From an optimization exercise on the open Yosys and OpenROAD flow, aimed at small area, a short achievable clock period and few clock cycles; shortcuts taken in it are not production practice.
At most, simulation tests tie the RTL to the original design; equivalence was not proved.
Function not checked in runs 4 and 5: the RTL went through the layout flow alone.
The clock port is modelled as an ideal driver; clocking choices that lean on that would not hold on a real chip.

$ cat flow/run.sh
#!/bin/bash
# The standard layout (standard.sh) with four changes:
# - synthesis leaves adders to ABC instead of mapping them onto the
#   library's full/half-adder cells (ADDER_MAP_FILE empty);
# - ABC maps with flow/abc_area.script (ABC_AREA is 1): the ORFS scripts are
#   copied into scripts/ here with only that file replaced. The registers
#   are the standard synthesis's;
# - plain buffers on the ports (buffer_ports otherwise picks delay cells);
# - after the post-CTS timing repair, a downsizing pass that keeps the
#   setup slack at or above SETUP_SLACK_MARGIN (flow/area_recover.tcl).
# Full tool output goes to standard.log.
set -e
export FLOW_FLOW_DIR=$PWD/flow
rm -rf scripts
cp -r "$FLOW_HOME/scripts" scripts
cp flow/abc_area.script scripts/abc_area.script
export SCRIPTS_DIR=$PWD/scripts
export ADDER_MAP_FILE=
export BUFFER_PORTS_ARGS="-buffer_cell sky130_fd_sc_hd__buf_1"
export POST_CTS_TCL=$FLOW_FLOW_DIR/post_cts.tcl
bash standard.sh > standard.log 2>&1
$ cat flow/abc_area.script
strash
dch
amap
topo
stime -c
buffer -c
upsize -c
dnsize -c
$ cat flow/area_recover.tcl
# Greedy area recovery: try each sized-up cell at smaller drive strengths of
# the same cell (same footprint) and keep the smallest one that leaves the
# worst setup slack at or above the margin (or where it was, if lower), and
# keeps every pin at least 20% inside its max-slew and max-capacitance
# limits (or no worse than before). Clock-tree cells are left alone.
proc area_recover { margin } {
  set dont_use {}
  if { [info exists ::env(DONT_USE_CELLS)] } { set dont_use $::env(DONT_USE_CELLS) }
  set wns0 [sta::worst_slack_cmd max]
  set limit [expr { min($margin * 1e-9, $wns0) }]
  set slew_lim [expr { min(0.2 * [sta::max_slew_check_limit], [sta::max_slew_check_slack]) }]
  set cap_lim [expr { min(0.2 * [sta::max_capacitance_check_limit], [sta::max_capacitance_check_slack]) }]
  puts "area_recover: worst slack $wns0, keeping it at or above $limit"
  set n 0
  set insts {}
  foreach inst [get_cells *] {
    set cell [get_property $inst ref_name]
    if { ![regexp {^(sky130_fd_sc_hd__[a-z0-9]+)_([0-9]+)$} $cell -> base drive] } { continue }
    if { [regexp {clk|dly|tap|fill|decap|diode} $base] } { continue }
    if { $drive == 0 } { continue }
    lappend insts [list $inst $base $drive $cell]
  }
  foreach rec $insts {
    lassign $rec inst base drive cell
    set cands {}
    foreach lc [get_lib_cells ${base}_*] {
      set name [get_name $lc]
      if { ![regexp "^${base}_(\[0-9\]+)\$" $name -> d] } { continue }
      if { $d >= $drive } { continue }
      set skip 0
      foreach p $dont_use { if { [string match $p $name] } { set skip 1 } }
      if { $skip } { continue }
      lappend cands [list $d $name]
    }
    set cands [lsort -integer -index 0 $cands]
    foreach c $cands {
      set name [lindex $c 1]
      replace_cell $inst $name
      if { [sta::worst_slack_cmd max] >= $limit
           && [sta::max_slew_check_slack] >= $slew_lim
           && [sta::max_capacitance_check_slack] >= $cap_lim } {
        incr n
        break
      }
      replace_cell $inst $cell
    }
  }
  puts "area_recover: resized $n cells, worst slack [sta::worst_slack_cmd max]"
}
$ cat flow/post_cts.tcl
# After CTS and its timing repair: give back the drive strength that repair
# added where the setup slack stays at or above the repair margin, then
# legalize the placement again.
source $::env(FLOW_FLOW_DIR)/area_recover.tcl
area_recover $::env(SETUP_SLACK_MARGIN)
detailed_placement
check_placement -verbose
$ cat standard.sh
#!/bin/bash
# synth_recipe.tcl (not shown) runs the flow's synth.tcl, then flattens the netlist and writes it again
# the make line also repeats each setting of config.mk as NAME=value (left out here)
make -C /OpenROAD-flow-scripts/flow DESIGN_CONFIG=/design/flow/config.mk WORK_HOME=/design/flow/orfs CLKGATE_MAP_FILE= SYNTH_SCRIPT=/design/flow/synth_recipe.tcl "${@:-finish}"
$ cat config.mk
export PLATFORM = sky130hd
export DESIGN_NAME = RISC_V
export DESIGN_NICKNAME = RISC_V
export VERILOG_FILES = /design/flow/design.v
export SDC_FILE = /design/flow/constraint.sdc
export NUM_CORES = 4
export LEC_CHECK = 0
export ABC_AREA = 1
export CAP_MARGIN = 20
export CORE_MARGIN = 2
export CORE_UTILIZATION = 40
export SETUP_SLACK_MARGIN = 4.4
export SLEW_MARGIN = 20
$ cat constraint.sdc
create_clock -name core_clock -period 8.0 [get_ports {clk}]
set_input_delay 1.6000 -clock core_clock [delete_from_list [all_inputs] [get_ports {clk}]]
set_output_delay 1.6000 -clock core_clock [all_outputs]
set_load 0.01 [all_outputs]
$ cat design.v
`timescale 1ns/1ps
module RISC_V(clk, rst, mem_addr, mem_wdata, mem_we, mem_rdata);
    input clk, rst;
    input  [15:0] mem_rdata;
    output [15:0] mem_addr;
    output [15:0] mem_wdata;
    output        mem_we;
    reg  [15:1] fa;         
    reg  [15:0] ir;         
    reg  [7:0]  sa, sb;     
    reg         iv;         
    reg         mem;        
    reg  [15:0] ea;         
    reg  [2:0]  mrd;        
    reg         mst;        
    reg  [15:0] rf [0:7];
    integer k;
    wire [15:0] w      = mem_rdata;
    wire        w_jump = ~mem & (w[14:12] == 3'b100);
    wire        w_pt   = ~mem & (w[14:12] == 3'b011) & w[15];   
    wire [15:1] inc    = w_jump ? {{4{w[15]}}, w[11:1]} :
                         w_pt   ? {{12{w[15]}}, w[9], w[2:1]} : {14'd0, ~mem};
    wire [15:1] fnext  = fa + inc;
    wire [2:0] op  = ir[14:12];
    wire [2:0] f3  = ir[2:0];
    wire       exv = iv & ~mem;
    wire is_r  = (op == 3'b000);
    wire is_l  = (op == 3'b001);
    wire is_s  = (op == 3'b010);
    wire is_b  = (op == 3'b011);
    wire is_i  = (op == 3'b101);
    reg [15:0] a, b;
    always @(*) begin
        a = 16'd0;
        b = 16'd0;
        for (k = 0; k < 8; k = k + 1) begin
            a = a | ({16{sa[k]}} & rf[k]);
            b = b | ({16{sb[k]}} & rf[k]);
        end
    end
    wire [15:0] immI = {{10{ir[15]}}, ir[8:6], ir[2:0]};
    wire [15:0] immS = {{10{ir[15]}}, ir[5:0]};
    wire        sub  = is_b | (is_r & ~f3[2] & (f3[1] | f3[0]));
    wire [15:0] op2  = (is_r | is_b) ? (sub ? ~b : b) : (is_s ? immS : immI);
    wire [15:0] sum  = a + op2 + {15'd0, sub};
    wire        lt   = (a[15] ^ b[15]) ? a[15] : sum[15];
    wire        eq   = (a == b);
    reg [15:0] res;
    always @(*) begin
        if (is_r & (f3 == 3'b111))      res = a & b;
        else if (is_r & (f3 == 3'b110)) res = a | b;
        else if (is_r & (f3 == 3'b010)) res = {15'd0, lt};
        else                            res = sum;
    end
    wire [4:0]  bimm  = {ir[15], ir[15], ir[9], ir[2:1]};         
    wire [4:0]  boff  = ir[15] ? (5'd1 - bimm) : (bimm - 5'd1);
    wire [15:1] alt   = fa + {{10{boff[4]}}, boff};
    wire taken    = ir[11] ? lt : (eq ^ ir[10]);
    wire redirect = exv & is_b & (taken ^ ir[15]);
    wire        ex_we = exv & (is_r | is_i);
    wire        wen   = mem ? ~mst : ex_we;
    wire [2:0]  wa    = mem ? mrd : ir[11:9];
    wire [15:0] wd    = mem ? mem_rdata : res;
    always @(posedge clk)
        if (wen) rf[wa] <= wd;
    always @(posedge clk or posedge rst) begin
        if (rst) begin
            fa  <= 15'd0;
            iv  <= 1'b0;
            mem <= 1'b0;
        end else begin
            mem <= exv & (is_l | is_s);
            fa <= ({15{redirect}} & alt) | ({15{~redirect}} & fnext);
            if (~mem)
                iv <= ~redirect;
        end
    end
    wire keep_b = mem | (exv & is_s);
    always @(posedge clk) begin
        if (~mem)
            ir <= w;
        for (k = 0; k < 8; k = k + 1) begin
            sa[k] <= mem ? (ir[5:3] == k) : (w[5:3] == k);
            sb[k] <= keep_b ? (ir[8:6] == k) : (w[8:6] == k);
        end
        ea  <= sum;
        mrd <= ir[11:9];
        mst <= is_s;
    end
    assign mem_addr  = mem ? ea : {fa, 1'b0};
    assign mem_wdata = b;
    assign mem_we    = mem & mst;
endmodule
==> reports/results.txt, run 1 <==
Total die area -> 26700 sq um
Placed cell count -> 1424
R2R Setup Slk -> 3510 ps
Met2 WL -> 16.5 mm
Max-slew headroom -> 0.242
Setup Skew -> 31.8 ps
Final TNS setup -> 0 ps
IO Count -> 51
Antenna violations before repair -> 0
Number of global-route vias before repair -> 8940
Met3 wire len -> 3.62 mm
Mean Syn Cell Area -> 9.61 sq um
Final Cycle Share -> 0.562
Row cnt -> 58
Hold Crit Class -> reg2reg
Non-Filler Instances -> 1549
Max-cap check violation count -> 0
Clk sinks -> 197
Post-Syn Instances -> 1059
Minimum clock period -> 4490 ps
WP data required -> 8330 ps
IO Port Bufs -> 50
Die Width -> 163 microns
Top Metal Used -> met4
Initial Util -> 0.405
Drt initial violations -> 1421
Core area -> 25100 sq um
Final ANT Viol Nets -> 0
Layout net count -> 1224
Max Fanout on Critical Path -> 15
Final GP Congestion -> 0.907
Grt ovf -> 0
Most common flop cell mapped by yosys -> edfxtp_1
Post-synthesis async set-or-reset flop share -> 0.0863
Critical path startpoint category -> register
Antenna diodes -> 0
Unrepaired setup endpoints after global routing -> true
Worst-margin pin slew -> 1130 ps
Synth-to-layout area growth -> 23.6%
# setup viols final -> 0
CTS tree -> done
Avg WL per Cell -> 23.0 microns
Yosys cell types -> 62
Post-DP HPWL -> 22.3 mm
Die height -> 163 microns
Highest clock rate -> 223 MHz
Mapped Nets -> 1077
Crit end category -> register
Clock transition at the registers of the reported paths -> 80 ps
Flops & latches, synth -> 197
DR pass1 iterations -> 9
Slew Limit Fails -> 0
Crit path kind -> reg2reg
Via Count -> 9630
Yosys warns -> 1
Seq/Total Area, Yosys -> 0.538
Met1 WL -> 14.5 mm
Layout cells sized above 1 -> 0.201
GR Util All Layers -> 0.263
Pin count of the biggest net entering global routing -> 43
Clock Latency Late Sink -> 440 ps
Status -> complete, no violations
DRC -> 0
EDFF count, synth -> 144
Routed vias/inst -> 6.22
Final hold violations -> 0
Global-route wire length before repair -> 52.4 mm
Routed wire length -> 35.6 mm
WP data arrival -> 4830 ps
Mapped cell area -> 10200 sq um
Post-layout util -> 0.501
## placed cells by master, fill, tap and decap left out, types with 6 or more instances in the layout
cell type,n
nor2_1,144
edfxtp_1,144
inv_1,114
nand2_1,94
buf_1,88
o21ai_0,62
a21oi_1,54
a222oi_1,44
buf_4,35
o22ai_1,31
dfxtp_1,28
buf_2,20
a21oi_2,18
clkbuf_16,17
a22oi_1,16
dfrtp_1,16
nor2b_1,15
o21ai_2,14
a22o_1,12
o221ai_1,11
nand3_1,11
clkbuf_2,11
o21ai_1,10
o221ai_2,10
o22ai_2,10
nor2_2,9
nor3_1,8
nand2_2,7
o21a_1,7
nor3_2,6
inv_2,6
## kinds of logic after synthesis
kind of cell / Yosys count / share of synthesized area
xor gates and xnor gates: 1 / 0.000861
AOI/OAI and AO/OA: 379 / 0.267
DFF: 197 / 0.538
and+or+nand+nor: 325 / 0.135
buffers and inverters: 157 / 0.0589
## through the flow
step                      instance area, sq um  setup WS, ps  hold WS, ps
after floorplan                          10300          3540          394
after global placement                   10900          2760          450
after detailed placement                 10900          2690          444
after global routing                     12600          3390          519
final                                    12600          3510          518
## per-layer routing
layer  vias to the layer above  global-route usage
li1                       4323                   -
met1                      4626               0.365
met2                       601               0.416
met3                        80              0.0510
met4                         0              0.0833
met5                         -                   0
## path summary, 6_finish.rpt
kind                            cells past startpoint     end  startpoint
worst max-delay path                               20   fa[3]       sa[6]
worst min-delay path                                0  mrd[1]      ir[10]
worst max register to register                     20   fa[3]       sa[6]
worst min register to register                      0  mrd[1]      ir[10]
max in group asynchronous                           2     mem         rst
min in group asynchronous                           2   fa[6]         rst
## layout make-up
type	instances	area (sq um)
inverters	120	464
clock buffers	17	425
clock inverters	15	118
flip-flops and latches	197	5500
repair buffers	164	880
fillers	2399	12500
repair inverters	1	11.3
well taps	330	413
multi-input cells	705	4770
## registers in the layout, summed over array words and instances (netlist names)
name	cells
mem	1
ea	16
sa	8
mst	1
fa	15
ir	16
sb	8
rf	128
mrd	3
iv	1
## cell usage after synthesis (14+ instances only)
cell type / number / area (sq um)
inv_1: 111 / 417
o21ai_0: 78 / 390
edfxtp_1: 144 / 4320
nor3_1: 15 / 75.1
nand2_1: 99 / 372
nor2_1: 152 / 571
clkbuf_1: 29 / 109
dfrtp_1: 17 / 425
o22ai_1: 41 / 257
a22o_1: 16 / 140
dfxtp_1: 36 / 721
nor2b_1: 14 / 87.6
a22oi_1: 17 / 128
a222oi_1: 44 / 440
o221ai_1: 20 / 175
a21oi_1: 71 / 355
## critical path, cell delays in order (launching register included)
cell	delay, ps
dfxtp_1	1070
inv_1	150
o221ai_1	290
inv_1	130
nor2_1	180
a21oi_2	120
a21oi_2	210
inv_1	90
o21a_1	180
a2111o_1	310
a31oi_2	200
nand2_1	100
o21ai_2	90
o22ai_2	130
a21oi_4	210
nor2_2	70
a2111oi_2	200
buf_4	230
inv_6	70
buf_6	130
o32ai_2	190
Testbench counts, summed over its fixed seeds: cycles 40,390.
==> run 2: changes to the inputs <==
==> flow/abc_area.script (replaced) <==
strash
dch
map -a
topo
stime -c
buffer -c
upsize -c
dnsize -c
==> run 2 against run 1 <==
  * Die area up 6.7%
  * Clock skew down 2.1 ps
  * Via count up 11%
  * Core utilization down 0.63 points
  * Wire length up 9.3%
  * Final cell count up 18%
  * Largest cell class unchanged
  * Highest routed layer unchanged
  * Area after synthesis up 6.8%
  * Register-to-register slack better by 290 ps
==> reports/results.txt, run 2 <==
Hold Crit Class -> reg2reg (unchanged)
R2r startpoint -> sa[3] (was sa[6])
Commonest non-fill, non-tap cells in the layout -> 200 x nand2_1, 199 x nor2_1, 162 x inv_1, 144 x edfxtp_1, 142 x buf_1 (was 144 x nor2_1, 144 x edfxtp_1, 114 x inv_1, 94 x nand2_1, 88 x buf_1)
Status -> complete, no violations (unchanged)
Setup crit start -> sa[3] (was sa[6])
Flops & latches, synth -> 197 (unchanged)
Most common flop cell mapped by yosys -> edfxtp_1 (unchanged)
Global-route wire length before repair -> 57.4 mm (was 52.4 mm)
Post-synth top cells -> 217 x nor2_1, 208 x nand2_1, 162 x inv_1 (was 152 x nor2_1, 144 x edfxtp_1, 111 x inv_1)
Mapped cell area -> 10900 sq um (was 10200 sq um)
Top cells by area, synth -> edfxtp_1 40%, nor2_1 7.5%, nand2_1 7.2% (was edfxtp_1 43%, dfxtp_1 7.1%, nor2_1 5.6%)
Crit path kind -> reg2reg (unchanged)
Post-DP HPWL -> 23.5 mm (was 22.3 mm)
Worst setup path endpoint -> iv (was fa[3])
Worst R2R End -> iv (was fa[3])
Number of global-route vias before repair -> 9965 (was 8940)
Crit end category -> register (unchanged)
Via Count -> 10700 (was 9630)
Mapped Nets -> 1295 (was 1077)
WP data required -> 8290 ps (was 8330 ps)
Layout cells sized above 1 -> 0.147 (was 0.201)
WP data arrival -> 4490 ps (was 4830 ps)
Minimum clock period -> 4200 ps (was 4490 ps)
Post-synth top area share -> 0.398 (was 0.425)
Total die area -> 28500 sq um (was 26700 sq um)
Seq/Total Area, Yosys -> 0.503 (was 0.538)
Yosys warns -> 1 (unchanged)
Core area -> 26800 sq um (was 25100 sq um)
Post-synthesis async set-or-reset flop share -> 0.0863 (unchanged)
# setup viols final -> 0 (unchanged)
Post-Syn Instances -> 1277 (was 1059)
R2R cell count -> 17 (was 20)
Routed vias/inst -> 5.84 (was 6.22)
Hold slack -> 380 ps (was 518 ps)
Layout net count -> 1492 (was 1224)
Setup Skew -> 29.8 ps (was 31.8 ps)
IO Count -> 51 (unchanged)
Final Cycle Share -> 0.525 (was 0.562)
Worst-margin pin slew -> 976 ps (was 1130 ps)
CTS tree -> done (unchanged)
Avg WL per Cell -> 21.3 microns (was 23.0 microns)
Storage element area -> 5490 sq um (was 5500 sq um)
Row cnt -> 60 (was 58)
Commonest non-fill, non-tap cell in the layout -> nand2_1
Critical path startpoint category -> register (unchanged)
Synth-to-layout area growth -> 22.0% (was 23.6%)
DRC -> 0 (unchanged)
Die Width -> 169 microns (was 163 microns)
Post-layout util -> 0.495 (was 0.501)
Final hold violations -> 0 (unchanged)
Final GP Congestion -> 0.918 (was 0.907)
IO Port Bufs -> 50 (unchanged)
Top flop regs -> rf (128), ea (16), ir (16) (unchanged)
Grt ovf -> 0 (unchanged)
Yosys cell types -> 60 (was 62)
DR pass1 iterations -> 9 (unchanged)
Highest clock rate -> 238 MHz (was 223 MHz)
# fillers -> 2531 (was 2399)
Pin count of the biggest net entering global routing -> 58 (was 43)
Die height -> 169 microns (was 163 microns)
Final ANT Viol Nets -> 0 (unchanged)
Most numerous cell in the Yosys netlist -> nor2_1 (unchanged)
Placed cell count -> 1638 (was 1424)
Unrepaired setup endpoints after global routing -> true (unchanged)
Cell taking the most area after synthesis -> edfxtp_1 (unchanged)
Final TNS setup -> 0 ps (unchanged)
Non-Filler Instances -> 1828 (was 1549)
Max-slew headroom -> 0.348 (was 0.242)
Most flops, register -> rf (unchanged)
EDFF count, synth -> 144 (unchanged)
Clock transition at the registers of the reported paths -> 70 ps (was 80 ps)
Clock Latency Late Sink -> 450 ps (was 440 ps)
Initial Util -> 0.406 (was 0.405)
Footprint of the multi-input gates -> 4960 sq um (was 4770 sq um)
R2R Setup Slk -> 3800 ps (was 3510 ps)
GR Util All Layers -> 0.267 (was 0.263)
Mean Syn Cell Area -> 8.51 sq um (was 9.61 sq um)
Max-cap check violation count -> 0 (unchanged)
Routed wire length -> 38.9 mm (was 35.6 mm)
Number of flip-flops in the largest register -> 128 (unchanged)
Clk sinks -> 197 (unchanged)
Drt initial violations -> 1500 (was 1421)
Antenna violations before repair -> 0 (unchanged)
Antenna diodes -> 0 (unchanged)
Max Fanout on Critical Path -> 15 (unchanged)
Slew Limit Fails -> 0 (unchanged)
## run 2: changes by cell type in the layout (fill, tap and decap cells not counted), moves of 15 or more
cell,before,now
a222oi_1,44,0
nor2b_1,15,0
a22oi_1,16,70
inv_1,114,162
nor2_1,144,199
xor2_1,0,35
nand2_1,94,200
buf_1,88,142
## run 2: worst min path at each step
| stage | slack (ps) | to | from | cells after the start |
|---|---|---|---|---|
| 5_1_grt | 380 | mrd[2] | ir[11] | 0 |
| 3_3_place_gp | 350 | mrd[2] | ir[11] | 0 |
| 2_1_floorplan | 350 | mrd[2] | ir[11] | 0 |
| 3_5_place_dp | 370 | mrd[2] | ir[11] | 0 |
| 6_report | 380 | mrd[2] | ir[11] | 0 |
## run 2: layer usage
metal  vias to the layer above  GRT usage  share of wire
li1                       4778          -              -
met1                      5145      0.362           0.41
met2                       656      0.430           0.46
met3                       105     0.0477          0.094
met4                         0     0.0945          0.034
met5                         -          0              0
## run 2: worst max-delay path, stage by stage (launching register included)
cell and delay, ps:
dfxtp_1 630, inv_1 210, nor2_1 70, nor4_1 720, nor2_1 180, nor2_1 210
inv_1 110, o311ai_1 440, a41oi_4 80, xor2_2 180, a21oi_2 240, nor2_1 90
a21oi_2 210, or2_4 190, nand3_4 140, inv_4 160, buf_4 140, a21oi_1 40
## run 2: cell type report
type | instances | area share
tap | 341 | 0.0322
clock inverter | 13 | 0.00783
clock buffer | 19 | 0.0327
sequential | 197 | 0.414
timing repair inverter | 1 | 0.000378
timing repair buffer | 222 | 0.0868
multi-input combinational | 860 | 0.374
inverter | 175 | 0.0513
## run 2: cell families after synthesis
group,after synthesis,synth area share
adder cells (fa/ha/maj),1,0.000921
AND/OR/NAND/NOR,495,0.188
buffers and inverters,222,0.0794
flip-flops,197,0.503
XOR/XNOR,50,0.0410
AO/OA/AOI/OAI,312,0.188
## run 2: through the flow
step | setup WS (ps) | instance area [sq um]
floorplan | 3690 | 10900
global placement | 2990 | 11500
detailed placement | 2920 | 11500
global route | 3600 | 13300
finish | 3800 | 13300
==> run 3: changes to the inputs <==
==> flow/abc_area.script (replaced) <==
strash
dch
amap
topo
stime -c
buffer -c
upsize -c
dnsize -c
--- a/config.mk
+++ b/config.mk
@@ -9,5 +9,5 @@
 export CAP_MARGIN = 20
 export CORE_MARGIN = 2
 export CORE_UTILIZATION = 40
-export SETUP_SLACK_MARGIN = 4.4
+export SETUP_SLACK_MARGIN = 4.2
 export SLEW_MARGIN = 20
==> run 3 against run 2 <==
  * Still clean
  * Hold slack improved by 89 ps
  * First-iteration DRC count down 2.9%
  * Worst setup slack got worse by 280 ps
  * Critical path depth increased by 4
  * Global-route usage fell by 0.80 points
  * Register-to-register slack worse by 280 ps
  * Area after synthesis fell by 6.4%
  * Synthesized cell count decreased by 17%
  * Count of clock-buffer cells in the layout fell by 1
  * Die area fell by 6.2%
==> reports/results.txt, run 3 <==
Status -> complete, no violations (unchanged)
Yosys warns -> 1 (unchanged)
Antenna diodes -> 0 (unchanged)
Critical path startpoint category -> register (unchanged)
Core area -> 25100 sq um (was 26800 sq um)
R2R Setup Slk -> 3520 ps (was 3800 ps)
Multiplexer share of the synthesized area -> 0 (unchanged)
Hold Path Depth -> 0 (unchanged)
Hold slack -> 469 ps (was 380 ps)
Total die area -> 26700 sq um (was 28500 sq um)
Row cnt -> 58 (was 60)
Crit path kind -> reg2reg (unchanged)
Crit end category -> register (unchanged)
Routed vias/inst -> 6.18 (was 5.84)
Worst R2R End -> fa[3] (was iv)
Worst-margin pin slew -> 1040 ps (was 976 ps)
Most numerous cell in the Yosys netlist -> nor2_1 (unchanged)
Number of flip-flops in the largest register -> 128 (unchanged)
DRC -> 0 (unchanged)
Storage element area -> 5490 sq um (about the same)
Final Cycle Share -> 0.560 (was 0.525)
Seq/Total Area, Yosys -> 0.538 (was 0.503)
Top flop regs -> rf (128), ea (16), ir (16) (unchanged)
Die Width -> 163 microns (was 169 microns)
Drt initial violations -> 1456 (was 1500)
Worst hold path startpoint -> ir[10] (was ir[11])
Final TNS setup -> 0 ps (unchanged)
EDFF count, synth -> 144 (unchanged)
Compound-gate portion of the synthesized area -> 0.267 (was 0.188)
Max-cap check violation count -> 0 (unchanged)
Mapped Nets -> 1077 (was 1295)
Antenna violations before repair -> 0 (unchanged)
Mapped cell area -> 10200 sq um (was 10900 sq um)
Buffers & Inverters on Critical Path -> 5 (was 4)
Die height -> 163 microns (was 169 microns)
Max-slew headroom -> 0.307 (was 0.348)
CTS tree -> done (unchanged)
Clock Latency Late Sink -> 450 ps (about the same)
Via Count -> 9412 (was 10700)
Layout net count -> 1197 (was 1492)
Global-route wire length before repair -> 51.7 mm (was 57.4 mm)
R2R cell count -> 21 (was 17)
Routed wire length -> 34.6 mm (was 38.9 mm)
Most common flop cell mapped by yosys -> edfxtp_1 (unchanged)
Initial Util -> 0.405 (was 0.406)
Unrepaired setup endpoints after global routing -> true (unchanged)
Pre-CTS WS -> 2500 ps (was 2920 ps)
Avg WL per Cell -> 22.8 microns (was 21.3 microns)
Yosys cell types -> 62 (was 60)
Post-synth top area share -> 0.425 (was 0.398)
Minimum clock period -> 4480 ps (was 4200 ps)
IO Port Bufs -> 50 (unchanged)
Crit-path most repeated cell -> buf_2 (was nor2_1)
GR Util All Layers -> 0.259 (was 0.267)
Final GP Congestion -> 0.896 (was 0.918)
# fillers -> 2379 (was 2531)
Post-synth top cells -> 152 x nor2_1, 144 x edfxtp_1, 111 x inv_1 (was 217 x nor2_1, 208 x nand2_1, 162 x inv_1)
Delay-heaviest family, CP -> compound AO/OA/AOI/OAI gates (was simple AND/OR/NAND/NOR gates)
Layout cells sized above 1 -> 0.185 (was 0.147)
Mean Syn Cell Area -> 9.61 sq um (was 8.51 sq um)
Highest clock rate -> 223 MHz (was 238 MHz)
IO Count -> 51 (unchanged)
Slowest CP cell -> edfxtp_1 (was nor4_1)
Clk sinks -> 197 (unchanged)
Area share of fa/ha/maj cells after synthesis -> 0 (was 0.000921)
Grt ovf -> 0 (unchanged)
Pin count of the biggest net entering global routing -> 60 (was 58)
CP max stage delay -> 410 ps (was 720 ps)
Most flops, register -> rf (unchanged)
Area share of and/or/nand/nor cells after synthesis -> 0.135 (was 0.188)
Setup Skew -> 25.7 ps (was 29.8 ps)
Commonest non-fill, non-tap cells in the layout -> 144 x nor2_1, 144 x edfxtp_1, 112 x inv_1, 96 x nand2_1, 70 x o21ai_0 (was 200 x nand2_1, 199 x nor2_1, 162 x inv_1, 144 x edfxtp_1, 142 x buf_1)
Crit path cell chain -> a222oi_1 -> o21ai_1 -> a221o_1 -> a221oi_4 -> buf_2 -> o221ai_4 -> nand2_2 -> o21ai_2 -> buf_2 -> or2_4 -> o31ai_4 -> a31oi_4 -> o21ai_2 -> o22ai_2 -> a21oi_2 -> nor2_1 -> a2111oi_2 -> buf_2 -> inv_4 -> buf_4 -> o32ai_2 (was inv_1 -> nor2_1 -> nor4_1 -> nor2_1 -> nor2_1 -> inv_1 -> o311ai_1 -> a41oi_4 -> xor2_2 -> a21oi_2 -> nor2_1 -> a21oi_2 -> or2_4 -> nand3_4 -> inv_4 -> buf_4 -> a21oi_1)
Cell taking the most area after synthesis -> edfxtp_1 (unchanged)
Synth-to-layout area growth -> 21.3% (was 22.0%)
WP data required -> 8330 ps (was 8290 ps)
Final hold violations -> 0 (unchanged)
Clock transition at the registers of the reported paths -> 80 ps (was 70 ps)
Number of global-route vias before repair -> 8843 (was 9965)
Post-layout util -> 0.492 (was 0.495)
Flops & latches, synth -> 197 (unchanged)
Footprint of the multi-input gates -> 4670 sq um (was 4960 sq um)
Post-route setup slack -> 3520 ps (was 3800 ps)
Final ANT Viol Nets -> 0 (unchanged)
Slew Limit Fails -> 0 (unchanged)
WP data arrival -> 4820 ps (was 4490 ps)
DR pass1 iterations -> 8 (was 9)
Xor/xnor share of the synthesized area -> 0.000861 (was 0.0410)
R2r startpoint -> rf[0][4] (was sa[3])
Largest family of logic cells by synthesized area -> compound AO/OA/AOI/OAI gates (was simple AND/OR/NAND/NOR gates)
Max Fanout on Critical Path -> 7 (was 15)
# setup viols final -> 0 (unchanged)
Top cells by area, synth -> edfxtp_1 43%, dfxtp_1 7.1%, nor2_1 5.6% (was edfxtp_1 40%, nor2_1 7.5%, nand2_1 7.2%)
Post-Syn Instances -> 1059 (was 1277)
Hold Crit Class -> reg2reg (unchanged)
Post-DP HPWL -> 22.7 mm (was 23.5 mm)
WHS Endpoint -> mrd[1] (was mrd[2])
Post-synthesis async set-or-reset flop share -> 0.0863 (unchanged)
==> run 3: cell type report <==
type / instances / area share
Multi-Input combinational cell: 705 / 0.379
Sequential cell: 197 / 0.445
Inverter: 120 / 0.0374
Clock inverter: 14 / 0.00882
Timing Repair Buffer: 138 / 0.0619
Clock buffer: 18 / 0.0348
Tap cell: 330 / 0.0334
==> run 3: worst max-delay path by stage <==
| stage | startpoint | end | cells past startpoint |
|---|---|---|---|
| after floorplan | mem_rdata[14] | fa[15] | 18 |
| after global placement | ir[12] | rf[0][14] | 23 |
| after detailed placement | sb[7] | rf[0][14] | 21 |
| after global routing | sb[1] | fa[3] | 22 |
| final | rf[0][4] | fa[3] | 21 |
==> run 3: routing by layer <==
layer  routed length (microns)  track usage
met1                     14500        0.350
met2                     15700        0.408
met3                      3100       0.0482
met4                      1260        0.110
met5                         0            0
==> run 3: cells by family after synthesis <==
kind of cell,after synthesis
compound gates,379
xor+xnor,1
buf+inv,157
flops,197
simple gates,325
==> run 3: worst register-to-register path, stage by stage, from the launching register on <==
cell and delay, ps:
edfxtp_1 410, a222oi_1 340, o21ai_1 100, a221o_1 310
a221oi_4 280, buf_2 200, o221ai_4 100, nand2_2 130
o21ai_2 80, buf_2 150, or2_4 250, o31ai_4 370
a31oi_4 150, o21ai_2 170, o22ai_2 100, a21oi_2 160
nor2_1 70, a2111oi_2 370, buf_2 210, inv_4 70
buf_4 150, o32ai_2 200
==> run 3: per-stage QoR <==
step	instance area (sq um)	instances
floorplan	10300	1059
global placement	10900	1424
detailed placement	10900	1424
global route	12300	1522
finish	12300	1522
==> run 4: changes to the inputs <==
--- a/design.v
+++ b/design.v
@@ -18,9 +18,11 @@
     wire [15:0] w      = mem_rdata;
     wire        w_jump = ~mem & (w[14:12] == 3'b100);
     wire        w_pt   = ~mem & (w[14:12] == 3'b011) & w[15];   
-    wire [15:1] inc    = w_jump ? {{4{w[15]}}, w[11:1]} :
-                         w_pt   ? {{12{w[15]}}, w[9], w[2:1]} : {14'd0, ~mem};
-    wire [15:1] fnext  = fa + inc;
+    wire [15:1] joff   = w[14] ? {{4{w[15]}}, w[11:1]}
+                               : {{12{w[15]}}, w[9], w[2:1]};
+    wire [15:1] tgt    = fa + joff;
+    wire [15:1] fp1    = fa + {14'd0, ~mem};
+    wire [15:1] fnext  = (w_jump | w_pt) ? tgt : fp1;
     wire [2:0] op  = ir[14:12];
     wire [2:0] f3  = ir[2:0];
     wire       exv = iv & ~mem;
==> flow/run.sh (replaced) <==
#!/bin/bash
# The standard layout (standard.sh) with three changes:
# - synthesis leaves adders to ABC instead of mapping them onto the
#   library's full/half-adder cells (ADDER_MAP_FILE empty); the registers
#   are the standard synthesis's;
# - plain buffers on the ports (buffer_ports otherwise picks delay cells);
# - after the post-CTS timing repair, a downsizing pass that keeps the setup slack at or above SETUP_SLACK_MARGIN.
# Full tool output goes to standard.log.
set -e
export FLOW_FLOW_DIR=$PWD/flow
export ADDER_MAP_FILE=
export BUFFER_PORTS_ARGS="-buffer_cell sky130_fd_sc_hd__buf_1"
export POST_CTS_TCL=$FLOW_FLOW_DIR/post_cts.tcl
bash standard.sh > standard.log 2>&1
--- a/config.mk
+++ b/config.mk
@@ -9,5 +9,5 @@
 export CAP_MARGIN = 20
 export CORE_MARGIN = 2
 export CORE_UTILIZATION = 40
-export SETUP_SLACK_MARGIN = 4.2
+export SETUP_SLACK_MARGIN = 4.6
 export SLEW_MARGIN = 20
removed: flow/abc_area.script
==> run 4 against run 3 <==
  * Sequential cell count unchanged
  * Count of clock-buffer cells in the layout increased by 2
  * Die area is 17% higher
  * Critical path type is now in2reg
  * Critical endpoint is now fa[14]
  * Largest cell class is now multi-input gates
  * Highest routed layer unchanged
==> reports/results.txt, run 4 <==
Post-Syn Instances -> 1583 (was 1059)
Global-route wire length before repair -> 59.2 mm (was 51.7 mm)
Die Width -> 177 microns (was 163 microns)
Worst R2R End -> rf[4][5] (was fa[3])
Number of global-route vias before repair -> 10100 (was 8843)
DRC -> 0 (unchanged)
Setup Skew -> 18.5 ps (was 25.7 ps)
Post-synth top area share -> 0.363 (was 0.425)
Area after DPL -> 12400 sq um (was 10900 sq um)
Cell taking the most area after synthesis -> edfxtp_1 (unchanged)
Pin count of the biggest net entering global routing -> 67 (was 60)
Commonest non-fill, non-tap cell in the layout -> nand2_1
Routed vias/inst -> 5.31 (was 6.18)
Row cnt -> 63 (was 58)
Die height -> 177 microns (was 163 microns)
Critical path startpoint category -> primary input (was register)
Seq/Total Area, Yosys -> 0.460 (was 0.538)
Final TNS setup -> 0 ps (unchanged)
Most common flop cell mapped by yosys -> edfxtp_1 (unchanged)
Antenna violations before repair -> 0 (unchanged)
Most flops, register -> rf (unchanged)
Clock Latency Late Sink -> 450 ps (about the same)
DR pass1 iterations -> 6 (was 8)
Mapped cell area -> 11900 sq um (was 10200 sq um)
Layout cells sized above 1 -> 0.129 (was 0.185)
Avg WL per Cell -> 19.3 microns (was 22.8 microns)
Core area -> 29500 sq um (was 25100 sq um)
Worst hold path startpoint -> ir[10] (unchanged)
# setup viols final -> 0 (unchanged)
Max-cap check violation count -> 0 (unchanged)
IO Port Bufs -> 50 (unchanged)
Unrepaired setup endpoints after global routing -> true (unchanged)
Total die area -> 31200 sq um (was 26700 sq um)
Crit end category -> register (unchanged)
Top flop regs -> rf (128), ea (16), ir (16) (unchanged)
Status -> complete, no violations (unchanged)
Final GP Congestion -> 0.905 (was 0.896)
EDFF count, synth -> 144 (unchanged)
R2r startpoint -> ir[13] (was rf[0][4])
R2R Setup Slk -> 4700 ps (was 3520 ps)
Yosys warns -> 1 (unchanged)
Number of flip-flops in the largest register -> 128 (unchanged)
Final hold violations -> 0 (unchanged)
Final std cell area, no fill -> 13600 sq um (was 12300 sq um)
Hold Path Depth -> 0 (unchanged)
WP data required -> 8340 ps (was 8330 ps)
Initial Util -> 0.404 (was 0.405)
Slew Limit Fails -> 0 (unchanged)
WP data arrival -> 3760 ps (was 4820 ps)
Highest clock rate -> 293 MHz (was 223 MHz)
Layout net count -> 1686 (was 1197)
Final Cycle Share -> 0.427 (was 0.560)
Crit path kind -> in2reg (was reg2reg)
Worst-margin pin slew -> 940 ps (was 1040 ps)
Mean Syn Cell Area -> 7.52 sq um (was 9.61 sq um)
Post-DP HPWL -> 26.8 mm (was 22.7 mm)
R2R cell count -> 9 (was 21)
CP max stage delay -> 290 ps (was 410 ps)
Synth-to-layout area growth -> 14.2% (was 21.3%)
Crit path cell chain -> buf_6 -> inv_4 -> nand2_2 -> o21ai_2 -> nand2_4 -> nor2_4 -> a21oi_1 -> or2_4 -> nand2_4 -> buf_4 -> nor2_1 -> a21oi_2 -> nand3_2 -> nand4_1 -> nand3_2 -> xnor2_2 -> nand2_2 -> nand2_1 (was a222oi_1 -> o21ai_1 -> a221o_1 -> a221oi_4 -> buf_2 -> o221ai_4 -> nand2_2 -> o21ai_2 -> buf_2 -> or2_4 -> o31ai_4 -> a31oi_4 -> o21ai_2 -> o22ai_2 -> a21oi_2 -> nor2_1 -> a2111oi_2 -> buf_2 -> inv_4 -> buf_4 -> o32ai_2)
Post-synth top cells -> 657 x nand2_1, 144 x edfxtp_1, 137 x nor2_1 (was 152 x nor2_1, 144 x edfxtp_1, 111 x inv_1)
Commonest non-fill, non-tap cells in the layout -> 658 x nand2_1, 144 x edfxtp_1, 134 x nor2_1, 128 x inv_1, 58 x nand3_1 (was 144 x nor2_1, 144 x edfxtp_1, 112 x inv_1, 96 x nand2_1, 70 x o21ai_0)
Yosys cell types -> 55 (was 62)
WHS Endpoint -> mrd[1] (unchanged)
Most numerous cell in the Yosys netlist -> nand2_1 (was nor2_1)
Drt initial violations -> 998 (was 1456)
Slowest CP cell -> or2_4 (was edfxtp_1)
Clock transition at the registers of the reported paths -> 70 ps (was 80 ps)
Flops & latches, synth -> 197 (unchanged)
Minimum clock period -> 3420 ps (was 4480 ps)
CTS tree -> done (unchanged)
Hold slack -> 441 ps (was 469 ps)
IO Count -> 51 (unchanged)
Hold Crit Class -> reg2reg (unchanged)
Antenna diodes -> 0 (unchanged)
Final ANT Viol Nets -> 0 (unchanged)
Routed wire length -> 39.9 mm (was 34.6 mm)
Via Count -> 11000 (was 9412)
GR Util All Layers -> 0.255 (was 0.259)
Mapped Nets -> 1601 (was 1077)
Grt ovf -> 0 (unchanged)
# fillers -> 2974 (was 2379)
Post-synthesis async set-or-reset flop share -> 0.0863 (unchanged)
Top cells by area, synth -> edfxtp_1 36%, nand2_1 21%, dfxtp_1 6.1% (was edfxtp_1 43%, dfxtp_1 7.1%, nor2_1 5.6%)
Max Fanout on Critical Path -> 8 (was 7)
Clk sinks -> 197 (unchanged)
Max-slew headroom -> 0.366 (was 0.307)
[run 4: kinds of logic (layout without fill, tap and decap cells)]
| kind of cell | after synthesis | count (layout) | share of synthesized area |
|---|---|---|---|
| AND/OR/NAND/NOR | 979 | 981 | 0.351 |
| flip-flops | 197 | 197 | 0.460 |
| buffers and inverters | 195 | 291 | 0.0722 |
| AO/OA/AOI/OAI | 161 | 161 | 0.0798 |
| XOR/XNOR | 51 | 51 | 0.0375 |
[run 4: worst max path at each step]
stage,from,to,cells past startpoint
finish,mem_rdata[14],fa[14],18
global route,mem_rdata[12],fa[15],21
detailed placement,sb[5],rf[3][14],24
global placement,mem_rdata[14],fa[13],17
floorplan,mem_rdata[14],fa[9],19
[run 4: cell type report]
class / count / area [sq um] / area share
Clock buffer: 20 / 447 / 0.0329
Clock inverter: 12 / 110 / 0.00810
Inverter: 143 / 551 / 0.0405
Multi-Input combinational cell: 1193 / 5790 / 0.426
Sequential cell: 197 / 5510 / 0.405
Tap cell: 390 / 488 / 0.0359
Timing Repair Buffer: 116 / 696 / 0.0512
[run 4: worst max-delay path: cells and delay by family]
| kind | cells | cell delay [ps] |
|---|---|---|
| AOI/OAI and AO/OA | 3 | 400 |
| xor gates and xnor gates | 1 | 150 |
| buffers and inverters | 3 | 310 |
| and+or+nand+nor | 11 | 1300 |
[run 4: per-stage QoR]
step | worst slack, ps | utilization | cells
after global routing | 4390 | 0.461 | 2071
final | 4580 | 0.461 | 2071
after detailed placement | 3940 | 0.421 | 1983
after floorplan | 4600 | - | 1583
after global placement | 4010 | 0.421 | 1983
[run 4: metal layers]
| layer | part of all wire | track usage | up-vias |
|---|---|---|---|
| met4 | 0.035 | 0.0968 | 0 |
| li1 | - | - | 5305 |
| met2 | 0.45 | 0.396 | 501 |
| met5 | 0 | 0 | - |
| met3 | 0.084 | 0.0398 | 91 |
| met1 | 0.43 | 0.358 | 5101 |
==> run 5: changes to the inputs <==
--- a/config.mk
+++ b/config.mk
@@ -9,5 +9,5 @@
 export CAP_MARGIN = 20
 export CORE_MARGIN = 2
 export CORE_UTILIZATION = 40
-export SETUP_SLACK_MARGIN = 4.6
+export SETUP_SLACK_MARGIN = 4.4
 export SLEW_MARGIN = 20
==> run 5 against run 4 <==
  * Count of clock-buffer cells in the layout down 3
  * Area after synthesis unchanged
  * Via count down 1.5%
  * First-iteration DRC count up 8.4%
  * Critical path type is now reg2reg
  * Wire length down 1.1%
  * Register-to-register slack worse by 190 ps
  * Highest routed layer unchanged
  * Still clean on timing, DRC and antenna
  * Cell area down 2.9%
==> reports/results.txt, run 5 <==
Status -> complete, no violations (unchanged)
Antenna violations before repair -> 0 (unchanged)
Clk sinks -> 197 (unchanged)
Yosys cell types -> 55 (unchanged)
Core area -> 29500 sq um (unchanged)
Final std cell area, no fill -> 13200 sq um (was 13600 sq um)
Clock transition at the registers of the reported paths -> 80 ps (was 70 ps)
DR pass1 iterations -> 6 (unchanged)
Top cells by area, synth -> edfxtp_1 36%, nand2_1 21%, dfxtp_1 6.1% (unchanged)
Most common flop cell mapped by yosys -> edfxtp_1 (unchanged)
Clock Latency Late Sink -> 450 ps (about the same)
Critical path startpoint category -> register (was primary input)
IO Count -> 51 (unchanged)
Commonest non-fill, non-tap cells in the layout -> 664 x nand2_1, 144 x edfxtp_1, 142 x inv_1, 138 x nor2_1, 63 x nand3_1 (was 658 x nand2_1, 144 x edfxtp_1, 134 x nor2_1, 128 x inv_1, 58 x nand3_1)
Setup Skew -> 31.9 ps (was 18.5 ps)
Most numerous cell in the Yosys netlist -> nand2_1 (unchanged)
CP max stage delay -> 460 ps (was 290 ps)
Crit path cell chain -> inv_2 -> buf_4 -> nand3_1 -> inv_1 -> nand2_1 -> nand3_1 -> nand4_1 -> nand2_1 -> nor2_1 -> a21oi_1 -> nand2_2 -> buf_4 -> a21oi_1 -> xor2_1 -> nand2_1 -> o211ai_1 -> nand2_1 -> o21ai_0 -> clkbuf_2 (was buf_6 -> inv_4 -> nand2_2 -> o21ai_2 -> nand2_4 -> nor2_4 -> a21oi_1 -> or2_4 -> nand2_4 -> buf_4 -> nor2_1 -> a21oi_2 -> nand3_2 -> nand4_1 -> nand3_2 -> xnor2_2 -> nand2_2 -> nand2_1)
Max-cap check violation count -> 0 (unchanged)
GR Util All Layers -> 0.252 (was 0.255)
Final TNS setup -> 0 ps (unchanged)
Die height -> 177 microns (unchanged)
Post-DP HPWL -> 27.2 mm (was 26.8 mm)
Antenna diodes -> 0 (unchanged)
Number of global-route vias before repair -> 10100 (about the same)
Die Width -> 177 microns (unchanged)
Grt ovf -> 0 (unchanged)
WP data arrival -> 3740 ps (was 3760 ps)
Routed wire length -> 39.5 mm (was 39.9 mm)
Cell taking the most area after synthesis -> edfxtp_1 (unchanged)
R2r startpoint -> ir[14] (was ir[13])
Post-route setup slack -> 4510 ps (was 4580 ps)
Mapped Nets -> 1601 (unchanged)
Number of flip-flops in the largest register -> 128 (unchanged)
Top flop regs -> rf (128), ea (16), ir (16) (unchanged)
Pre-CTS WS -> 3700 ps (was 3940 ps)
Most flops, register -> rf (unchanged)
Setup crit start -> ir[14] (was mem_rdata[14])
Slew Limit Fails -> 0 (unchanged)
Crit path kind -> reg2reg (was in2reg)
Row cnt -> 63 (unchanged)
Mean Syn Cell Area -> 7.52 sq um (unchanged)
# setup viols final -> 0 (unchanged)
Final GP Congestion -> 0.930 (was 0.905)
Highest clock rate -> 287 MHz (was 293 MHz)
Initial Util -> 0.404 (unchanged)
Post-layout util -> 0.448 (was 0.461)
Via Count -> 10800 (was 11000)
Hold Crit Class -> reg2reg (unchanged)
Unrepaired setup endpoints after global routing -> true (unchanged)
Footprint of the multi-input gates -> 5610 sq um (was 5790 sq um)
Post-Syn Instances -> 1583 (unchanged)
Commonest non-fill, non-tap cell in the layout -> nand2_1 (unchanged)
Routed vias/inst -> 5.28 (was 5.31)
Avg WL per Cell -> 19.2 microns (was 19.3 microns)
Yosys warns -> 1 (unchanged)
Worst-margin pin slew -> 1020 ps (was 940 ps)
Layout cells sized above 1 -> 0.0867 (was 0.129)
Seq/Total Area, Yosys -> 0.460 (unchanged)
Flops & latches, synth -> 197 (unchanged)
Drt initial violations -> 1082 (was 998)
Post-synthesis async set-or-reset flop share -> 0.0863 (unchanged)
DRC -> 0 (unchanged)
WP data required -> 8250 ps (was 8340 ps)
Worst hold path startpoint -> ir[10] (unchanged)
CTS tree -> done (unchanged)
Hold slack -> 475 ps (was 441 ps)
Max Fanout on Critical Path -> 8 (unchanged)
Synth-to-layout area growth -> 11.0% (was 14.2%)
Slowest CP cell -> edfxtp_1 (was or2_4)
Post-synth top area share -> 0.363 (unchanged)
Area after DPL -> 12400 sq um (about the same)
Final ANT Viol Nets -> 0 (unchanged)
IO Port Bufs -> 50 (unchanged)
Crit end category -> register (unchanged)
Minimum clock period -> 3490 ps (was 3420 ps)
Storage element area -> 5490 sq um (was 5510 sq um)
Global-route wire length before repair -> 58.6 mm (was 59.2 mm)
Post-synth top cells -> 657 x nand2_1, 144 x edfxtp_1, 137 x nor2_1 (unchanged)
Crit-path most repeated cell -> nand2_1
Pin count of the biggest net entering global routing -> 67 (unchanged)
Layout net count -> 1665 (was 1686)
EDFF count, synth -> 144 (unchanged)
Max-slew headroom -> 0.318 (was 0.366)
Final Cycle Share -> 0.436 (was 0.427)
Total die area -> 31200 sq um (unchanged)
Final hold violations -> 0 (unchanged)
Mapped cell area -> 11900 sq um (unchanged)
# fillers -> 3057 (was 2974)
## run 5: cell counts after synthesis
Identical to the previous run, type by type.
## run 5: layout make-up
class	instances	area share
flip-flops and latches	197	0.415
clock buffers	17	0.0322
well taps	390	0.0369
repair buffers	96	0.0401
inverters	143	0.0425
clock inverters	15	0.00786
multi-input cells	1192	0.425
## run 5: logic make-up after synthesis
family / count (synthesis) / share of synthesized area
buffers and inverters: 195 / 0.0722
AOI/OAI and AO/OA: 161 / 0.0798
DFF: 197 / 0.460
and+or+nand+nor: 979 / 0.351
xor gates and xnor gates: 51 / 0.0375
## run 5: worst max-delay path, delay by kind of cell (launching register included)
kind                   cells  cell delay (ps)
AND/OR/NAND/NOR            9             1170
buffers and inverters      5              830
AO/OA/AOI/OAI              4              550
flip-flops                 1              460
XOR/XNOR                   1              270
## run 5: layer usage
layer / track usage / share of wire / routed length [microns]
met1: 0.352 / 0.44 / 17200
met5: 0 / 0 / 0
met4: 0.0964 / 0.032 / 1260
met3: 0.0325 / 0.081 / 3180
met2: 0.401 / 0.45 / 17800
## run 5: path summary, 6_finish.rpt
path,to,slack (ps),depth (start not counted)
max,rf[6][9],4510,19
min reg2reg,mrd[1],470,0
min,mrd[1],470,0
min in group asynchronous,iv,1250,2
max reg2reg,rf[6][9],4510,19
max in group asynchronous,fa[13],6220,2
## run 5: per-stage QoR
step,cells
finish,2050
floorplan,1583
detailed placement,1990
global route,2050
global placement,1989
==> run 6: changes to the inputs <==
--- a/design.v
+++ b/design.v
@@ -18,11 +18,9 @@
     wire [15:0] w      = mem_rdata;
     wire        w_jump = ~mem & (w[14:12] == 3'b100);
     wire        w_pt   = ~mem & (w[14:12] == 3'b011) & w[15];   
-    wire [15:1] joff   = w[14] ? {{4{w[15]}}, w[11:1]}
-                               : {{12{w[15]}}, w[9], w[2:1]};
-    wire [15:1] tgt    = fa + joff;
-    wire [15:1] fp1    = fa + {14'd0, ~mem};
-    wire [15:1] fnext  = (w_jump | w_pt) ? tgt : fp1;
+    wire [15:1] inc    = w_jump ? {{4{w[15]}}, w[11:1]} :
+                         w_pt   ? {{12{w[15]}}, w[9], w[2:1]} : {14'd0, ~mem};
+    wire [15:1] fnext  = fa + inc;
     wire [2:0] op  = ir[14:12];
     wire [2:0] f3  = ir[2:0];
     wire       exv = iv & ~mem;
==> flow/run.sh (replaced) <==
#!/bin/bash
# The standard layout (standard.sh) with three changes:
# - synthesis leaves adders to ABC instead of mapping them onto the
#   library's full/half-adder cells (ADDER_MAP_FILE empty); the registers
#   are the standard synthesis's;
# - plain buffers on the ports (buffer_ports otherwise picks delay cells);
# - after the floorplan-stage and the post-CTS timing repairs, a downsizing pass that keeps the setup slack at or above SETUP_SLACK_MARGIN.
# Full tool output goes to standard.log.
set -e
export FLOW_FLOW_DIR=$PWD/flow
export ADDER_MAP_FILE=
export BUFFER_PORTS_ARGS="-buffer_cell sky130_fd_sc_hd__buf_1"
export POST_CTS_TCL=$FLOW_FLOW_DIR/post_cts.tcl
export POST_FLOORPLAN_TCL=$FLOW_FLOW_DIR/post_fp.tcl
bash standard.sh > standard.log 2>&1
==> flow/post_fp.tcl (new file) <==
# After the floorplan-stage timing repair (no wires yet): give back drive
# strength that is not needed to keep the setup slack at the margin.
source $::env(FLOW_FLOW_DIR)/area_recover.tcl
area_recover $::env(SETUP_SLACK_MARGIN)
==> run 6 against run 5 <==
  * Fmax rose by 0.72%
  * Via count rose by 1.4%
  * Hold slack got worse by 27 ps
  * Count of clock-buffer cells in the layout did not move
  * Still clean on timing, DRC and antenna
  * Final cell count barely moved
  * Critical path depth fell by 14
  * Global-route usage fell by 0.64 points
==> reports/results.txt, run 6 <==
Status -> complete, no violations (unchanged)
Highest clock rate -> 289 MHz (was 287 MHz)
EDFF count, synth -> 144 (unchanged)
Setup Skew -> 16.3 ps (was 31.9 ps)
Unrepaired setup endpoints after global routing -> true (unchanged)
Final ANT Viol Nets -> 0 (unchanged)
Antenna diodes -> 0 (unchanged)
DRC -> 0 (unchanged)
Grt ovf -> 0 (unchanged)
Critical path startpoint category -> register (unchanged)
Worst R2R End -> rf[6][8] (was rf[6][9])
Mean Syn Cell Area -> 7.43 sq um (was 7.52 sq um)
Final Cycle Share -> 0.433 (was 0.436)
Crit end category -> output pin (was register)
Clock Latency Late Sink -> 450 ps (about the same)
Crit-path most repeated cell -> nand2_1 (unchanged)
Synth-to-layout area growth -> 11.4% (was 11.0%)
Placed cell count -> 1994 (was 1990)
IO Port Bufs -> 50 (unchanged)
Slew Limit Fails -> 0 (unchanged)
Crit path kind -> reg2out (was reg2reg)
Final GP Congestion -> 0.924 (was 0.930)
Crit path cell chain -> nand2_1 -> nand2_1 -> a221oi_1 -> nand3_1 -> buf_1 (was inv_2 -> buf_4 -> nand3_1 -> inv_1 -> nand2_1 -> nand3_1 -> nand4_1 -> nand2_1 -> nor2_1 -> a21oi_1 -> nand2_2 -> buf_4 -> a21oi_1 -> xor2_1 -> nand2_1 -> o211ai_1 -> nand2_1 -> o21ai_0 -> clkbuf_2)
DR pass1 iterations -> 5 (was 6)
Cell taking the most area after synthesis -> edfxtp_1 (unchanged)
Seq/Total Area, Yosys -> 0.461 (was 0.460)
Avg WL per Cell -> 18.6 microns (was 19.2 microns)
Global-route wire length before repair -> 57.2 mm (was 58.6 mm)
Drt initial violations -> 1018 (was 1082)
Yosys cell types -> 56 (was 55)
Clk sinks -> 197 (unchanged)
Post-synthesis async set-or-reset flop share -> 0.0863 (unchanged)
Max-slew headroom -> 0.154 (was 0.318)
Most common flop cell mapped by yosys -> edfxtp_1 (unchanged)
Commonest non-fill, non-tap cell in the layout -> nand2_1 (unchanged)
Setup crit start -> sb[4] (was ir[14])
Die height -> 176 microns (was 177 microns)
Non-Filler Instances -> 2048 (was 2050)
Minimum clock period -> 3460 ps (was 3490 ps)
Via Count -> 11000 (was 10800)
Most flops, register -> rf (unchanged)
Delay-heaviest family, CP -> flip-flops (was simple AND/OR/NAND/NOR gates)
GR Util All Layers -> 0.246 (was 0.252)
Total die area -> 31000 sq um (was 31200 sq um)
R2R cell count -> 20 (was 19)
Mapped Nets -> 1614 (was 1601)
Mapped cell area -> 11900 sq um (about the same)
Commonest non-fill, non-tap cells in the layout -> 667 x nand2_1, 149 x nor2_1, 144 x edfxtp_1, 135 x inv_1, 67 x nand3_1 (was 664 x nand2_1, 144 x edfxtp_1, 142 x inv_1, 138 x nor2_1, 63 x nand3_1)
Number of global-route vias before repair -> 10200 (was 10100)
Yosys warns -> 1 (unchanged)
Top cells by area, synth -> edfxtp_1 36%, nand2_1 21%, dfxtp_1 6.1% (unchanged)
R2R Setup Slk -> 4620 ps (was 4510 ps)
Hold Crit Class -> reg2reg (unchanged)
Max-cap check violation count -> 0 (unchanged)
WP data arrival -> 1860 ps (was 3740 ps)
Pin count of the biggest net entering global routing -> 75 (was 67)
CP max stage delay -> 480 ps (was 460 ps)
Die Width -> 176 microns (was 177 microns)
Number of flip-flops in the largest register -> 128 (unchanged)
Core area -> 29400 sq um (was 29500 sq um)
Flops & latches, synth -> 197 (unchanged)
Most numerous cell in the Yosys netlist -> nand2_1 (unchanged)
Buffers & Inverters on Critical Path -> 1 (was 5)
Worst-margin pin slew -> 1260 ps (was 1020 ps)
WP data required -> 6400 ps (was 8250 ps)
IO Count -> 51 (unchanged)
Layout net count -> 1663 (was 1665)
Post-DP HPWL -> 26.8 mm (was 27.2 mm)
Post-synth top area share -> 0.365 (was 0.363)
Final hold violations -> 0 (unchanged)
Routed wire length -> 38.0 mm (was 39.5 mm)
Initial Util -> 0.403 (was 0.404)
Post-Syn Instances -> 1596 (was 1583)
Max Fanout on Critical Path -> 16 (was 8)
Routed vias/inst -> 5.36 (was 5.28)
CTS tree -> done (unchanged)
Critical path depth -> 5 (was 19)
Final TNS setup -> 0 ps (unchanged)
Slowest CP cell -> dfxtp_2 (was edfxtp_1)
R2r startpoint -> sb[4] (was ir[14])
Post-synth top cells -> 670 x nand2_1, 151 x nor2_1, 144 x edfxtp_1 (was 657 x nand2_1, 144 x edfxtp_1, 137 x nor2_1)
Clock transition at the registers of the reported paths -> 80 ps (about the same)
Worst setup path endpoint -> mem_wdata[15] (was rf[6][9])
Layout cells sized above 1 -> 0.0844 (was 0.0867)
Top flop regs -> rf (128), ea (16), ir (16) (unchanged)
Antenna violations before repair -> 0 (unchanged)
Row cnt -> 63 (unchanged)
# setup viols final -> 0 (unchanged)
run 6: cell count changes after synthesis, moves of 3 or more:
| cell | change |
|---|---|
| o21ai_1 | +3 |
| nand2_1 | +13 |
| nand2_2 | -13 |
| inv_1 | +4 |
| nor3_1 | -3 |
| o211ai_1 | -3 |
| nor2_1 | +14 |
| nand4_2 | -5 |
| nand3_1 | +4 |
run 6: how the worst min path moves through the flow:
stage,slack [ps],endpoint,depth (start not counted),startpoint
6_report,450,mrd[2],0,ir[11]
5_1_grt,480,mrd[2],0,ir[11]
3_5_place_dp,420,mrd[2],0,ir[11]
3_3_place_gp,420,mrd[2],0,ir[11]
2_1_floorplan,380,mrd[1],0,ir[10]
run 6: cell type report:
| type | count | area [sq um] |
|---|---|---|
| Fill cell | 2948 | 16200 |
| Multi-Input combinational cell | 1203 | 5620 |
| Sequential cell | 197 | 5490 |
| Inverter | 145 | 554 |
| Tap cell | 390 | 488 |
| Timing Repair Buffer | 80 | 435 |
| Clock buffer | 17 | 425 |
| Clock inverter | 15 | 195 |
| Timing Repair inverter | 1 | 7.51 |
run 6: layer usage:
| layer | track usage | vias up | part of all wire |
|---|---|---|---|
| li1 | - | 5278 | - |
| met1 | 0.308 | 5155 | 0.41 |
| met2 | 0.418 | 464 | 0.47 |
| met3 | 0.0452 | 79 | 0.076 |
| met4 | 0.101 | 0 | 0.036 |
| met5 | 0 | - | 0 |
run 6: worst register-to-register path: stages, from the launching register on:
cell,delay [ps]
dfxtp_2,660
nand2_1,110
nand2_1,80
nor2_1,50
nand2_1,170
nor2_1,70
nor2_1,130
nand2_1,90
nand2_1,100
nand2_1,100
nor2_1,140
nand2_1,80
nand2_2,120
nand2_1,60
nand2_1,90
nand2_1,100
o21ai_1,220
xor2_1,130
and2_0,170
o21ai_1,230
o21ai_2,200
run 6: cells by family after synthesis:
logic type	count (synthesis)	share of synthesized area
simple gates	986	0.345
buf+inv	199	0.0754
flops	197	0.461
mux	1	0.000844
xor+xnor	49	0.0362
compound gates	164	0.0819
run 6: per-stage QoR:
stage	hold WS (ps)	instance area, sq um	setup slack [ps]	utilization
6_report	448	13200	4540	0.450
5_1_grt	477	13200	4340	0.450
3_5_place_dp	415	12200	3490	0.413
3_3_place_gp	419	12100	3610	0.413
2_1_floorplan	381	11900	4420	-
Testbench counts of run 6, summed over its fixed seeds: cycles 40,390.

-- separate check: timing with driven ports --
How much do the figures lean on ideal ports? The routed layouts below were timed once more, with nothing changed but the port constraints.
Step 1: set_driving_cell puts a clkbuf_16 on clk and a buf_2 on each other input, an assumption about the parent block.
Step 2 adds t to the input delays and takes it off the output delays; t is the mean of the earliest and latest rising clock arrival at the registers after step 1. Input paths then give back, and output paths get back, about the clock's delay inside the block.
Three values: ideal ports, drivers, drivers and shift; two values: the first two.
run	t, ns	setup WS [ns]	worst setup path after step 2
run 1	0.474	3.506 / 3.506 / 3.192	input to register
run 2	0.481	3.797 / 3.797 / 3.350	input to register
run 3	0.485	3.518 / 3.518 / 3.167	input to register
run 4	0.490	4.582 / 4.596 / 4.105	input to register
run 5	0.484	4.514 / 4.483 / 4.126	input to register
run 6	0.494	4.539 / 4.490 / 4.074	input to register
After both steps every run listed still meets setup and hold. The setup slack of run 4, which loses most, moves by +0.014 ns with the drivers and by -0.477 ns with both steps.
